This is an optimization exercise on Yosys and OpenROAD, whose aim is small area and a short achievable clock period, not a production implementation. At most, simulation tests tie the RTL to the original design; equivalence was not proved. The flow treats the clock pin as an ideal source. Dropping or thinning the clock tree relies on that and would not hold on a real chip. Power figures rest on the tool's default switching activity, not on a simulated workload.

==> raven: inputs <==
==> flow/design.v <==
module test_wrapper #(
	parameter SYS_VERSION = 41,
	parameter WIDTH = 16,
	parameter NUM_SUB_MON = 3
)(
	input clk,
	input reset,
	input       [5:0] slave_address,
	input             slave_read,
	input             slave_write,
	input      [31:0] slave_writedata,
	output reg [31:0] slave_readdata,
	output [15:0] dut_a,
	output [15:0] dut_b,
	input  [15:0] dut_out
);
	wire [7:0] we;
	wire [6:0] rs;
	wire       rd_hold;
	host_dec u_host_dec (
		.addr(slave_address), .rd(slave_read), .wr(slave_write),
		.we(we), .rs(rs), .hold(rd_hold)
	);
	reg [31:0] ctrl;
	wire [31:0] ctrl_next = we[0] ? slave_writedata : ctrl;
	reg        fsel;
	reg [15:0] man_a, man_b, set_a, set_b, clr_a, clr_b;
	always @(posedge clk)
		ctrl <= ctrl_next;
	always @(posedge clk) begin
		if (we[1]) fsel  <= slave_writedata[0];
		if (we[6]) clr_a <= slave_writedata[15:0];
		if (we[7]) clr_b <= slave_writedata[15:0];
	end
	reg [15:0] stg_data;
	reg [3:0]  stg_we;
	reg        fsel_d;
	always @(posedge clk) begin
		stg_data <= slave_writedata[15:0];
		stg_we   <= we[5:2];
		fsel_d   <= fsel;
	end
	always @(posedge clk) begin
		if (stg_we[0]) man_a <= stg_data;
		if (stg_we[1]) man_b <= stg_data;
		if (stg_we[2]) set_a <= stg_data;
		if (stg_we[3]) set_b <= stg_data;
	end
	wire rst    = ctrl[0];
	wire en     = ctrl[1];
	wire freeze = ctrl[2];
	reg [31:0] ra, rb;
	reg        rst_d, en_d, rst_dd, en_dd, zero_d, zero_dd;
	function [31:0] lfsr_step(input [31:0] r);
		lfsr_step = {r[0], r[31], r[30] ^ r[0], r[29:27], r[26] ^ r[0], r[25] ^ r[0], r[24:1]};
	endfunction
	always @(posedge clk) begin
		rst_d  <= rst;
		en_d   <= en;
		rst_dd <= rst_d;
		en_dd  <= en_d;
	end
	always @(posedge clk)
		if (rst_dd) begin
			ra <= 32'hCAFEF00D;
			rb <= 32'hFEEDC0DE;
		end else if (en_dd) begin
			ra <= lfsr_step(ra);
			rb <= lfsr_step(rb);
		end
	localparam S_IDLE = 2'd0, S_READY = 2'd1, S_COUNT = 2'd2, S_DONE = 2'd3;
	reg [1:0] tstate;
	reg [3:0] delay_count;
	reg [3:0] out_count;
	wire dut_zero = ~|dut_out;
	always @(posedge clk)
		if (rst)
			tstate <= S_IDLE;
		else case (tstate)
			S_IDLE : if (dut_zero)   tstate <= S_READY;
			S_READY: if (&out_count) tstate <= S_COUNT;
			S_COUNT: if (dut_zero)   tstate <= S_DONE;
			default:                 tstate <= S_DONE;
		endcase
	always @(posedge clk)
		if (rst)
			delay_count <= 4'hF;
		else if (tstate == S_COUNT)
			delay_count <= delay_count + 1'b1;
	always @(posedge clk)
		if (rst || tstate == S_DONE || fsel)
			out_count <= 4'h0;
		else
			out_count <= out_count + 1'b1;
	reg [15:0] fa_0, fb_0;
	always @(posedge clk) begin
		zero_d  <= rst || &out_count;
		zero_dd <= zero_d;
	end
	wire [15:0] a_0  = zero_dd ? 16'h0 : ra[15:0];
	wire [15:0] b_0  = zero_dd ? 16'h0 : rb[15:0];
	wire [15:0] sa_0 = fsel_d ? man_a : a_0 | set_a;
	wire [15:0] sb_0 = fsel_d ? man_b : b_0 | set_b;
	always @(posedge clk)
		if (!fsel) begin
			fa_0 <= sa_0 & ~clr_a;
			fb_0 <= sb_0 & ~clr_b;
		end else begin
			fa_0 <= sa_0;
			fb_0 <= sb_0;
		end
	assign dut_a = fa_0;
	assign dut_b = fb_0;
	wire       sel = fa_0[0] & fb_0[0];
	wire [7:0] lo_p = fa_0[7:0] ^ fb_0[7:0];
	wire [7:0] lo_g = fa_0[7:0] & fb_0[7:0];
	wire [8:0] lo_c;
	pfx_carries u_lo_carries (.g(lo_g), .p(lo_p), .c_in(1'b0), .c(lo_c));
	wire [8:0] lo_sum = {lo_c[8], lo_p ^ lo_c[7:0]};
	reg  [7:0] r1_lo, r1_p, r1_g;
	reg        r1_c;
	always @(posedge clk) begin
		r1_lo <= sel ? fb_0[7:0]  : lo_sum[7:0];
		r1_c  <= sel ? 1'b0       : lo_sum[8];
		r1_p  <= sel ? fb_0[15:8] : fa_0[15:8] ^ fb_0[15:8];
		r1_g  <= sel ? 8'h00      : fa_0[15:8] & fb_0[15:8];
	end
	wire [8:0] hi_c;
	pfx_carries u_hi_carries (.g(r1_g), .p(r1_p), .c_in(r1_c), .c(hi_c));
	reg [15:0] ref2;
	always @(posedge clk)
		ref2 <= {r1_p ^ hi_c[7:0], r1_lo};
	wire [15:0] x = dut_out ^ ref2;
	integer i;
	reg [4:0] lzc;
	always @(*) begin
		lzc = 5'd16;
		for (i = 0; i < 16; i = i + 1)
			if (x[i]) lzc = 5'd15 - i;
	end
	reg [4:0] lz1, lz2, lz3, lz4, lz5;
	always @(posedge clk) begin
		lz1 <= lzc;
		lz2 <= lz1;
		lz3 <= lz2;
		lz4 <= lz3;
		lz5 <= lz4;
	end
	reg [3:0] rdy_ctr;
	always @(posedge clk)
		if (rst)
			rdy_ctr <= 4'd0;
		else if (!rdy_ctr[3])
			rdy_ctr <= rdy_ctr + 1'b1;
	wire ready = rdy_ctr[3];
	reg sb_en;
	wire sb_en_next = !ctrl_next[2] && !rst && (rdy_ctr[3] || &rdy_ctr[2:0]);
	always @(posedge clk)
		sb_en <= sb_en_next;
	reg [31:0] data_ctr, error_ctr;
	reg [4:0]  acc, maxacc, minacc;
	reg err_en;
	always @(posedge clk)
		err_en <= sb_en_next && !lz4[4];
	reg [2:0] data_f, error_f;
	wire [3:0] data_ci  = {sb_en  & (&data_f),  sb_en  & (&data_f[1:0]),  sb_en  & data_f[0],  sb_en};
	wire [3:0] error_ci = {err_en & (&error_f), err_en & (&error_f[1:0]), err_en & error_f[0], err_en};
	integer j;
	always @(posedge clk)
		if (rst) begin
			data_ctr  <= 32'h0;
			error_ctr <= 32'h0;
			data_f    <= 3'b000;
			error_f   <= 3'b000;
		end else begin
			for (j = 0; j < 4; j = j + 1) begin
				if (data_ci[j])
					data_ctr[8 * j +: 8] <= data_ctr[8 * j +: 8] + 1'b1;
				if (error_ci[j])
					error_ctr[8 * j +: 8] <= error_ctr[8 * j +: 8] + 1'b1;
			end
			for (j = 0; j < 3; j = j + 1) begin
				data_f[j]  <= &data_ctr[8 * j + 1 +: 7]  & (data_ctr[8 * j]  ^ data_ci[j]);
				error_f[j] <= &error_ctr[8 * j + 1 +: 7] & (error_ctr[8 * j] ^ error_ci[j]);
			end
		end
	always @(posedge clk)
		acc <= ready ? lz5 : 5'd16;
	always @(posedge clk)
		if (rst) begin
			maxacc <= 5'd0;
			minacc <= 5'd16;
		end else if (sb_en) begin
			if (acc > maxacc) maxacc <= acc;
			if (acc < minacc) minacc <= acc;
		end
	wire        done = (tstate == S_DONE);
	wire [31:0] dut_delay = done ? {28'h0, delay_count} : 32'hFFFFFFFF;
	wire [31:0] sysver = SYS_VERSION;
	wire [31:0] maxacc_w = {26'h0, maxacc[4], 1'b0, maxacc[3:0]};
	wire [31:0] minacc_w = {26'h0, minacc[4], 1'b0, minacc[3:0]};
	wire [31:0] rd_next;
	genvar gb;
	generate
		for (gb = 0; gb < 32; gb = gb + 1) begin: rdbit
			wire n_c, n_d, n_e, n_f, n_h, a_cdef;
			cell_nand2 u_c (.a(rs[0]), .b(ctrl[gb]), .y(n_c));
			cell_nand2 u_d (.a(rs[2]), .b(dut_delay[gb]), .y(n_d));
			cell_nand2 u_e (.a(rs[3]), .b(data_ctr[gb]), .y(n_e));
			cell_nand2 u_f (.a(rs[4]), .b(error_ctr[gb]), .y(n_f));
			cell_nand2 u_h (.a(rd_hold), .b(slave_readdata[gb]), .y(n_h));
			cell_and4  u_cdef (.a(n_c), .b(n_d), .c(n_e), .d(n_f), .y(a_cdef));
			if (gb == 4 || gb > 5) begin: narrow
				cell_nand2 u_y (.a(a_cdef), .b(n_h), .y(rd_next[gb]));
			end else begin: wide
				wire n_mx, n_mn, a_rest;
				cell_nand2 u_mx (.a(rs[5]), .b(maxacc_w[gb]), .y(n_mx));
				cell_nand2 u_mn (.a(rs[6]), .b(minacc_w[gb]), .y(n_mn));
				if ((SYS_VERSION >> gb) & 1) begin: sv1
					wire n_sv;
					cell_inv  u_sv (.a(rs[1]), .y(n_sv));
					cell_and4 u_rest (.a(n_h), .b(n_mx), .c(n_mn), .d(n_sv), .y(a_rest));
				end else begin: sv0
					cell_and3 u_rest (.a(n_h), .b(n_mx), .c(n_mn), .y(a_rest));
				end
				cell_nand2 u_y (.a(a_cdef), .b(a_rest), .y(rd_next[gb]));
			end
		end
	endgenerate
	always @(posedge clk)
		slave_readdata <= rd_next;
endmodule
module pfx_carries (
	input  [7:0] g,
	input  [7:0] p,
	input        c_in,
	output [8:0] c
);
	wire [7:0] gl [0:3];
	wire [7:0] pl [0:3];
	wire       g0;
	pfx_g u_cin (.gh(g[0]), .ph(p[0]), .gl(c_in), .g(g0));
	assign gl[0] = {g[7:1], g0};
	assign pl[0] = p;
	genvar l, k;
	generate
		for (l = 0; l < 3; l = l + 1) begin: lvl
			for (k = 0; k < 8; k = k + 1) begin: bt
				if (k & (1 << l)) begin: node
					pfx_g u_g (
						.gh(gl[l][k]), .ph(pl[l][k]), .gl(gl[l][((k >> l) << l) - 1]),
						.g(gl[l + 1][k])
					);
					if (((k >> (l + 1)) << (l + 1)) != 0 && l < 2) begin: prop
						pfx_p u_p (
							.ph(pl[l][k]), .pl(pl[l][((k >> l) << l) - 1]),
							.p(pl[l + 1][k])
						);
					end else begin: noprop
						assign pl[l + 1][k] = 1'b0;
					end
				end else begin: pass
					assign gl[l + 1][k] = gl[l][k];
					assign pl[l + 1][k] = pl[l][k];
				end
			end
		end
	endgenerate
	assign c = {gl[3], c_in};
endmodule
module pfx_g (
	input  gh, ph, gl,
	output g
);
	assign g = gh | (ph & gl);
endmodule
module pfx_p (
	input  ph, pl,
	output p
);
	assign p = ph & pl;
endmodule
module host_dec (
	input  [5:0] addr,
	input        rd,
	input        wr,
	output [7:0] we,
	output [6:0] rs,
	output       hold
);
	wire writing = wr & ~rd;
	wire reading = rd & ~wr;
	assign we = {8{writing}} & {addr == 6'h28, addr == 6'h24, addr == 6'h20, addr == 6'h1C,
	                          addr == 6'h18, addr == 6'h14, addr == 6'h10, addr == 6'h00};
	assign rs = {7{reading}} & {addr == 6'h3C, addr == 6'h38, addr == 6'h34, addr == 6'h30,
	                          addr == 6'h2C, addr == 6'h04, addr == 6'h00};
	assign hold = ~|rs;
endmodule
module cell_nand2 (input a, b, output y);
	assign y = ~(a & b);
endmodule
module cell_and3 (input a, b, c, output y);
	assign y = a & b & c;
endmodule
module cell_and4 (input a, b, c, d, output y);
	assign y = a & b & c & d;
endmodule
module cell_inv (input a, output y);
	assign y = ~a;
endmodule
==> flow/flow/run.sh <==
#!/bin/bash
set -euo pipefail
here=$(cd "$(dirname "$0")" && pwd)
export BUFFER_PORTS_ARGS="-buffer_cell sky130_fd_sc_hd__buf_2"
export CTS_ARGS="-sink_clustering_enable -repair_clock_nets -dont_use_dummy_load -sink_clustering_size 30 -sink_clustering_max_diameter 80"
export PRE_CTS_TCL="$here/cts_root.tcl"
export FLOW_CLOCK_PORT=clk
bash standard.sh > make.log 2>&1
==> flow/flow/cts_root.tcl <==
rename clock_tree_synthesis my_tritoncts
proc clock_tree_synthesis { args } {
  my_tritoncts {*}$args
  my_drop_root_buffer
}

proc my_drop_root_buffer { } {
  set block [ord::get_db_block]
  set port_net [$block findNet $::env(FLOW_CLOCK_PORT)]
  set roots {}
  foreach it [$port_net getITerms] { lappend roots $it }
  if { [llength $roots] != 1 } { puts "drop_root: port drives [llength $roots] pins, kept"; return }
  set rit [lindex $roots 0]
  set root [$rit getInst]
  if { ![string match "sky130_fd_sc_hd__clkbuf_*" [[$root getMaster] getName]] } { puts "drop_root: no root buffer"; return }
  set root_net "NULL"
  foreach it [$root getITerms] {
    if { [$it isOutputSignal] } { set root_net [$it getNet] }
  }
  set loads {}
  foreach it [$root_net getITerms] {
    if { [$it isOutputSignal] } { continue }
    if { ![string match "sky130_fd_sc_hd__clkbuf_*" [[[$it getInst] getMaster] getName]] } {
      puts "drop_root: root drives a non-buffer, kept"; return
    }
    lappend loads $it
  }
  if { [llength $loads] > 4 } { puts "drop_root: root drives [llength $loads] buffers, kept"; return }
  foreach it $loads {
    $it disconnect
    $it connect $port_net
  }
  foreach it [$root getITerms] { $it disconnect }
  odb::dbInst_destroy $root
  odb::dbNet_destroy $root_net
  puts "drop_root: the clock port drives [llength $loads] buffers directly"
}
==> flow/standard.sh <==
#!/bin/bash
# synth_recipe.tcl (not shown) runs the flow's synth.tcl, then flattens the netlist and writes it again
# the make line also repeats each setting of config.mk as NAME=value (left out here)
make -C /OpenROAD-flow-scripts/flow DESIGN_CONFIG=/design/flow/config.mk WORK_HOME=/design/flow/orfs CLKGATE_MAP_FILE= SYNTH_SCRIPT=/design/flow/synth_recipe.tcl "${@:-finish}"
==> flow/config.mk <==
export PLATFORM = sky130hd
export DESIGN_NAME = test_wrapper
export DESIGN_NICKNAME = test_wrapper
export VERILOG_FILES = /design/flow/design.v
export SDC_FILE = /design/flow/constraint.sdc
export NUM_CORES = 4
export LEC_CHECK = 0
export ABC_AREA = 1
export CAP_MARGIN = 20
export CORE_MARGIN = 2
export CORE_UTILIZATION = 40
export SETUP_SLACK_MARGIN = 1.4
export SLEW_MARGIN = 20
export SYNTH_HIERARCHICAL = 1
==> flow/constraint.sdc <==
create_clock -name core_clock -period 3.0 [get_ports {clk}]
set_input_delay 0.6000 -clock core_clock [delete_from_list [all_inputs] [get_ports {clk}]]
set_output_delay 0.6000 -clock core_clock [all_outputs]
set_load 0.01 [all_outputs]
==> maple: changes against raven <==
--- a/flow/design.v
+++ b/flow/design.v
@@ -204,25 +204,20 @@
 	generate
 		for (gb = 0; gb < 32; gb = gb + 1) begin: rdbit
-			wire n_c, n_d, n_e, n_f, n_h, a_cdef;
-			cell_nand2 u_c (.a(rs[0]), .b(ctrl[gb]), .y(n_c));
-			cell_nand2 u_d (.a(rs[2]), .b(dut_delay[gb]), .y(n_d));
-			cell_nand2 u_e (.a(rs[3]), .b(data_ctr[gb]), .y(n_e));
-			cell_nand2 u_f (.a(rs[4]), .b(error_ctr[gb]), .y(n_f));
-			cell_nand2 u_h (.a(rd_hold), .b(slave_readdata[gb]), .y(n_h));
-			cell_and4  u_cdef (.a(n_c), .b(n_d), .c(n_e), .d(n_f), .y(a_cdef));
+			wire n_cd, n_de, n_mm, n_sv;
+			cell_aoi22 u_cd (.a1(rs[0]), .a2(ctrl[gb]), .b1(rs[2]), .b2(dut_delay[gb]), .y(n_cd));
+			cell_aoi22 u_de (.a1(rs[3]), .a2(data_ctr[gb]), .b1(rs[4]), .b2(error_ctr[gb]), .y(n_de));
 			if (gb == 4 || gb > 5) begin: narrow
-				cell_nand2 u_y (.a(a_cdef), .b(n_h), .y(rd_next[gb]));
+				wire n_h;
+				cell_nand2 u_h (.a(rd_hold), .b(slave_readdata[gb]), .y(n_h));
+				cell_nand3 u_y (.a(n_cd), .b(n_de), .c(n_h), .y(rd_next[gb]));
 			end else begin: wide
-				wire n_mx, n_mn, a_rest;
-				cell_nand2 u_mx (.a(rs[5]), .b(maxacc_w[gb]), .y(n_mx));
-				cell_nand2 u_mn (.a(rs[6]), .b(minacc_w[gb]), .y(n_mn));
+				wire n_mh;
+				cell_aoi22 u_mm (.a1(rs[5]), .a2(maxacc_w[gb]), .b1(rs[6]), .b2(minacc_w[gb]), .y(n_mm));
 				if ((SYS_VERSION >> gb) & 1) begin: sv1
-					wire n_sv;
-					cell_inv  u_sv (.a(rs[1]), .y(n_sv));
-					cell_and4 u_rest (.a(n_h), .b(n_mx), .c(n_mn), .d(n_sv), .y(a_rest));
+					cell_aoi21 u_sv (.a1(rd_hold), .a2(slave_readdata[gb]), .b(rs[1]), .y(n_mh));
 				end else begin: sv0
-					cell_and3 u_rest (.a(n_h), .b(n_mx), .c(n_mn), .y(a_rest));
+					cell_nand2 u_sv (.a(rd_hold), .b(slave_readdata[gb]), .y(n_mh));
 				end
-				cell_nand2 u_y (.a(a_cdef), .b(a_rest), .y(rd_next[gb]));
+				cell_nand4 u_y (.a(n_cd), .b(n_de), .c(n_mm), .d(n_mh), .y(rd_next[gb]));
 			end
 		end
@@ -297,14 +292,17 @@
 	assign hold = ~|rs;
 endmodule
+module cell_aoi22 (input a1, a2, b1, b2, output y);
+	assign y = ~((a1 & a2) | (b1 & b2));
+endmodule
+module cell_aoi21 (input a1, a2, b, output y);
+	assign y = ~((a1 & a2) | b);
+endmodule
 module cell_nand2 (input a, b, output y);
 	assign y = ~(a & b);
 endmodule
-module cell_and3 (input a, b, c, output y);
-	assign y = a & b & c;
-endmodule
-module cell_and4 (input a, b, c, d, output y);
-	assign y = a & b & c & d;
+module cell_nand3 (input a, b, c, output y);
+	assign y = ~(a & b & c);
 endmodule
-module cell_inv (input a, output y);
-	assign y = ~a;
+module cell_nand4 (input a, b, c, d, output y);
+	assign y = ~(a & b & c & d);
 endmodule
CORE_UTILIZATION = 45   (was 40)
==> lagoon: changes against raven <==
==> flow/design.v, changed modules only <==
module test_wrapper #(
	parameter SYS_VERSION = 41,
	parameter WIDTH = 16,
	parameter NUM_SUB_MON = 3
)(
	input clk,
	input reset,
	input       [5:0] slave_address,
	input             slave_read,
	input             slave_write,
	input      [31:0] slave_writedata,
	output reg [31:0] slave_readdata,
	output [15:0] dut_a,
	output [15:0] dut_b,
	input  [15:0] dut_out
);
	wire [7:0] we;
	wire [6:0] rs;
	wire       rd_hold;
	host_dec u_host_dec (
		.addr(slave_address), .rd(slave_read), .wr(slave_write),
		.we(we), .rs(rs), .hold(rd_hold)
	);
	reg [31:0] ctrl;
	wire [31:0] ctrl_next = we[0] ? slave_writedata : ctrl;
	reg        fsel;
	reg [15:0] man_a, man_b, set_a, set_b, clr_a, clr_b;
	always @(posedge clk)
		ctrl <= ctrl_next;
	always @(posedge clk) begin
		if (we[1]) fsel  <= slave_writedata[0];
		if (we[2]) man_a <= slave_writedata[15:0];
		if (we[3]) man_b <= slave_writedata[15:0];
		if (we[4]) set_a <= slave_writedata[15:0];
		if (we[5]) set_b <= slave_writedata[15:0];
		if (we[6]) clr_a <= slave_writedata[15:0];
		if (we[7]) clr_b <= slave_writedata[15:0];
	end
	wire rst    = ctrl[0];
	wire en     = ctrl[1];
	wire freeze = ctrl[2];
	reg [31:0] ra, rb;
	reg        rst_d, en_d, zero_d;
	function [31:0] lfsr_step(input [31:0] r);
		lfsr_step = {r[0], r[31], r[30] ^ r[0], r[29:27], r[26] ^ r[0], r[25] ^ r[0], r[24:1]};
	endfunction
	always @(posedge clk) begin
		rst_d <= rst;
		en_d  <= en;
	end
	always @(posedge clk)
		if (rst_d) begin
			ra <= 32'hCAFEF00D;
			rb <= 32'hFEEDC0DE;
		end else if (en_d) begin
			ra <= lfsr_step(ra);
			rb <= lfsr_step(rb);
		end
	localparam S_IDLE = 2'd0, S_READY = 2'd1, S_COUNT = 2'd2, S_DONE = 2'd3;
	reg [1:0] tstate;
	reg [3:0] delay_count;
	reg [3:0] out_count;
	wire dut_zero = ~|dut_out;
	always @(posedge clk)
		if (rst)
			tstate <= S_IDLE;
		else case (tstate)
			S_IDLE : if (dut_zero)   tstate <= S_READY;
			S_READY: if (&out_count) tstate <= S_COUNT;
			S_COUNT: if (dut_zero)   tstate <= S_DONE;
			default:                 tstate <= S_DONE;
		endcase
	always @(posedge clk)
		if (rst)
			delay_count <= 4'hF;
		else if (tstate == S_COUNT)
			delay_count <= delay_count + 1'b1;
	always @(posedge clk)
		if (rst || tstate == S_DONE || fsel)
			out_count <= 4'h0;
		else
			out_count <= out_count + 1'b1;
	reg [15:0] sa_0, sb_0, fa_0, fb_0;
	always @(posedge clk)
		zero_d <= rst || &out_count;
	wire [15:0] a_0 = zero_d ? 16'h0 : ra[15:0];
	wire [15:0] b_0 = zero_d ? 16'h0 : rb[15:0];
	always @(posedge clk)
		if (!fsel) begin
			sa_0 <= a_0 | set_a;
			sb_0 <= b_0 | set_b;
			fa_0 <= sa_0 & ~clr_a;
			fb_0 <= sb_0 & ~clr_b;
		end else begin
			sa_0 <= man_a;
			sb_0 <= man_b;
			fa_0 <= sa_0;
			fb_0 <= sb_0;
		end
	assign dut_a = fa_0;
	assign dut_b = fb_0;
	wire       sel = fa_0[0] & fb_0[0];
	wire [7:0] lo_p = fa_0[7:0] ^ fb_0[7:0];
	wire [7:0] lo_g = fa_0[7:0] & fb_0[7:0];
	wire [8:0] lo_c;
	pfx_carries u_lo_carries (.g(lo_g), .p(lo_p), .c_in(1'b0), .c(lo_c));
	wire [8:0] lo_sum = {lo_c[8], lo_p ^ lo_c[7:0]};
	reg  [7:0] r1_lo, r1_p, r1_g;
	reg        r1_c;
	always @(posedge clk) begin
		r1_lo <= sel ? fb_0[7:0]  : lo_sum[7:0];
		r1_c  <= sel ? 1'b0       : lo_sum[8];
		r1_p  <= sel ? fb_0[15:8] : fa_0[15:8] ^ fb_0[15:8];
		r1_g  <= sel ? 8'h00      : fa_0[15:8] & fb_0[15:8];
	end
	wire [8:0] hi_c;
	pfx_carries u_hi_carries (.g(r1_g), .p(r1_p), .c_in(r1_c), .c(hi_c));
	reg [15:0] ref2;
	always @(posedge clk)
		ref2 <= {r1_p ^ hi_c[7:0], r1_lo};
	wire [15:0] x = dut_out ^ ref2;
	integer i;
	reg [4:0] lzc;
	always @(*) begin
		lzc = 5'd16;
		for (i = 0; i < 16; i = i + 1)
			if (x[i]) lzc = 5'd15 - i;
	end
	reg [4:0] lz1, lz2, lz3, lz4, lz5;
	always @(posedge clk) begin
		lz1 <= lzc;
		lz2 <= lz1;
		lz3 <= lz2;
		lz4 <= lz3;
		lz5 <= lz4;
	end
	reg [3:0] rdy_ctr;
	always @(posedge clk)
		if (rst)
			rdy_ctr <= 4'd0;
		else if (!rdy_ctr[3])
			rdy_ctr <= rdy_ctr + 1'b1;
	wire ready = rdy_ctr[3];
	reg sb_en;
	wire sb_en_next = !ctrl_next[2] && !rst && (rdy_ctr[3] || &rdy_ctr[2:0]);
	always @(posedge clk)
		sb_en <= sb_en_next;
	reg [31:0] data_ctr, error_ctr;
	reg [4:0]  acc, maxacc, minacc;
	reg err_en;
	always @(posedge clk)
		err_en <= sb_en_next && !lz4[4];
	reg [2:0] data_f, error_f;
	wire [3:0] data_ci  = {sb_en  & (&data_f),  sb_en  & (&data_f[1:0]),  sb_en  & data_f[0],  sb_en};
	wire [3:0] error_ci = {err_en & (&error_f), err_en & (&error_f[1:0]), err_en & error_f[0], err_en};
	integer j;
	always @(posedge clk)
		if (rst) begin
			data_ctr  <= 32'h0;
			error_ctr <= 32'h0;
			data_f    <= 3'b000;
			error_f   <= 3'b000;
		end else begin
			for (j = 0; j < 4; j = j + 1) begin
				if (data_ci[j])
					data_ctr[8 * j +: 8] <= data_ctr[8 * j +: 8] + 1'b1;
				if (error_ci[j])
					error_ctr[8 * j +: 8] <= error_ctr[8 * j +: 8] + 1'b1;
			end
			for (j = 0; j < 3; j = j + 1) begin
				data_f[j]  <= &data_ctr[8 * j + 1 +: 7]  & (data_ctr[8 * j]  ^ data_ci[j]);
				error_f[j] <= &error_ctr[8 * j + 1 +: 7] & (error_ctr[8 * j] ^ error_ci[j]);
			end
		end
	always @(posedge clk)
		acc <= ready ? lz5 : 5'd16;
	always @(posedge clk)
		if (rst) begin
			maxacc <= 5'd0;
			minacc <= 5'd16;
		end else if (sb_en) begin
			if (acc > maxacc) maxacc <= acc;
			if (acc < minacc) minacc <= acc;
		end
	wire        done = (tstate == S_DONE);
	wire [31:0] dut_delay = done ? {28'h0, delay_count} : 32'hFFFFFFFF;
	wire [31:0] sysver = SYS_VERSION;
	wire [31:0] maxacc_w = {26'h0, maxacc[4], 1'b0, maxacc[3:0]};
	wire [31:0] minacc_w = {26'h0, minacc[4], 1'b0, minacc[3:0]};
	wire [31:0] rd_next;
	genvar gb;
	generate
		for (gb = 0; gb < 32; gb = gb + 1) begin: rdbit
			wire n_cd, n_de, n_mm, n_sv;
			cell_aoi22 u_cd (.a1(rs[0]), .a2(ctrl[gb]), .b1(rs[2]), .b2(dut_delay[gb]), .y(n_cd));
			cell_aoi22 u_de (.a1(rs[3]), .a2(data_ctr[gb]), .b1(rs[4]), .b2(error_ctr[gb]), .y(n_de));
			if (gb == 4 || gb > 5) begin: narrow
				wire n_h;
				cell_nand2 u_h (.a(rd_hold), .b(slave_readdata[gb]), .y(n_h));
				cell_nand3 u_y (.a(n_cd), .b(n_de), .c(n_h), .y(rd_next[gb]));
			end else begin: wide
				wire n_mh;
				cell_aoi22 u_mm (.a1(rs[5]), .a2(maxacc_w[gb]), .b1(rs[6]), .b2(minacc_w[gb]), .y(n_mm));
				if ((SYS_VERSION >> gb) & 1) begin: sv1
					cell_aoi21 u_sv (.a1(rd_hold), .a2(slave_readdata[gb]), .b(rs[1]), .y(n_mh));
				end else begin: sv0
					cell_nand2 u_sv (.a(rd_hold), .b(slave_readdata[gb]), .y(n_mh));
				end
				cell_nand4 u_y (.a(n_cd), .b(n_de), .c(n_mm), .d(n_mh), .y(rd_next[gb]));
			end
		end
	endgenerate
	always @(posedge clk)
		slave_readdata <= rd_next;
endmodule
module cell_aoi22 (input a1, a2, b1, b2, output y);
	assign y = ~((a1 & a2) | (b1 & b2));
endmodule
module cell_aoi21 (input a1, a2, b, output y);
	assign y = ~((a1 & a2) | b);
endmodule
module cell_nand3 (input a, b, c, output y);
	assign y = ~(a & b & c);
endmodule
module cell_nand4 (input a, b, c, d, output y);
	assign y = ~(a & b & c & d);
endmodule
// module cell_and3 removed
// module cell_and4 removed
// module cell_inv removed
==> flow/flow/run.sh (replaced) <==
#!/bin/bash
set -euo pipefail
here=$(cd "$(dirname "$0")" && pwd)
export BUFFER_PORTS_ARGS="-buffer_cell sky130_fd_sc_hd__buf_2"
export CTS_ARGS="-sink_clustering_enable -repair_clock_nets -dont_use_dummy_load -sink_clustering_size 30 -sink_clustering_max_diameter 60"
export PRE_CTS_TCL="$here/cts_root.tcl"
export FLOW_CLOCK_PORT=clk
bash standard.sh > make.log 2>&1
==> impl_metrics.yaml <==
cells_and_area:
  seq_area_share_pct: 53.4
  buffer_area_share_pct: 5.56
pwr:
  power_frac_comb_pct: 3.9
  clock_power_share_pct: 31.7
  cellPowerDensity_nw_per_um2: 515
global_route:
  grt_max_degree: 62
  grt_pass1_wl_um: 61100
  grt_pass1_vias: 11500
die:
  tapcell.inserted: 539
  core_area_um2: 41900
sta:
  worst_pin_slew_ps: 1110
  period_needed_ps: 1590
worst_setup_path:
  reg2regPathDepth: 7
  rrSetupSlack_ps: 1410
  endpoint: "ctrl[9]$_DFFE_PP_"
  crit_required_ps: 3090
run_status:
  status: "finished clean"
[end of results for raven]
==> impl_metrics.yaml <==
run_status:
  status: "finished clean"
sta:
  worst_pin_slew_ps: 614
  period_needed_ps: 1590
worst_setup_path:
  crit_required_ps: 2400
  reg2regPathDepth: 10
  rrSetupSlack_ps: 1430
cells_and_area:
  seq_area_share_pct: 51.9
  buffer_area_share_pct: 6.44
die:
  tapcell.inserted: 585
pwr:
  power_frac_comb_pct: 4.0
  power_leader: "registers"
  clock_power_share_pct: 33.5
global_route:
  grt_pass1_wl_um: 60900
  grt_max_degree: 65
  grt_pass1_vias: 11700
detailed_routing:
  first_pass_iters: 5
hold_path:
  min-delay-start: "r1_lo[6]$_DFF_P_"
[end of results for lagoon]
==> impl_metrics.yaml <==
run_status:
  status: "finished clean"
cells_and_area:
  buffer_area_share_pct: 5.37
  seq_area_share_pct: 52.9
worst_setup_path:
  crit_required_ps: 3320
  rrSetupSlack_ps: 1420
  endpoint: "minacc[1]$_SDFFE_PP0P_"
  reg2regPathDepth: 6
pwr:
  cellPowerDensity_nw_per_um2: 512
  clock_power_share_pct: 31.6
sta:
  worst_pin_slew_ps: 1020
  period_needed_ps: 1580
global_route:
  grt_pass1_wl_um: 60900
  grt_pass1_vias: 11500
[end of results for maple]
For raven, only the layout was checked, not whether the RTL still works.

port drivers added, routing unchanged:
Ports are ideal in the flow. The routed layouts listed here were re-timed in OpenROAD.
Step 1 assumes that a clkbuf_16 drives the clock port and a buf_2 every other input.
Step 2 moves the port delays by t, midway between the first and last clock arrival at a register: inputs arrive t later, outputs are due t later. That takes back most of the time a late clock gives input paths.
Slacks: ideal / step 1 / step 2; pairs: ideal / step 1.
| run | t, ns | setup WS [ns] | latest minus earliest clock arrival (ns) | worst data-port slew with drivers (ns) |
|---|---|---|---|---|
| raven | 0.470 | 1.405 / 1.367 / 0.982 | 0.057 / 0.057 | 0.05 |
| maple | 0.478 | 1.424 / 1.363 / 1.014 | 0.053 / 0.054 | 0.07 |
| lagoon | 0.496 | 1.411 / 1.339 / 1.011 | 0.104 / 0.104 | 0.11 |
After both steps setup and hold are still met in every run listed. The setup slack of raven, which loses most, moves by -0.038 ns with the drivers and by -0.423 ns with both steps.
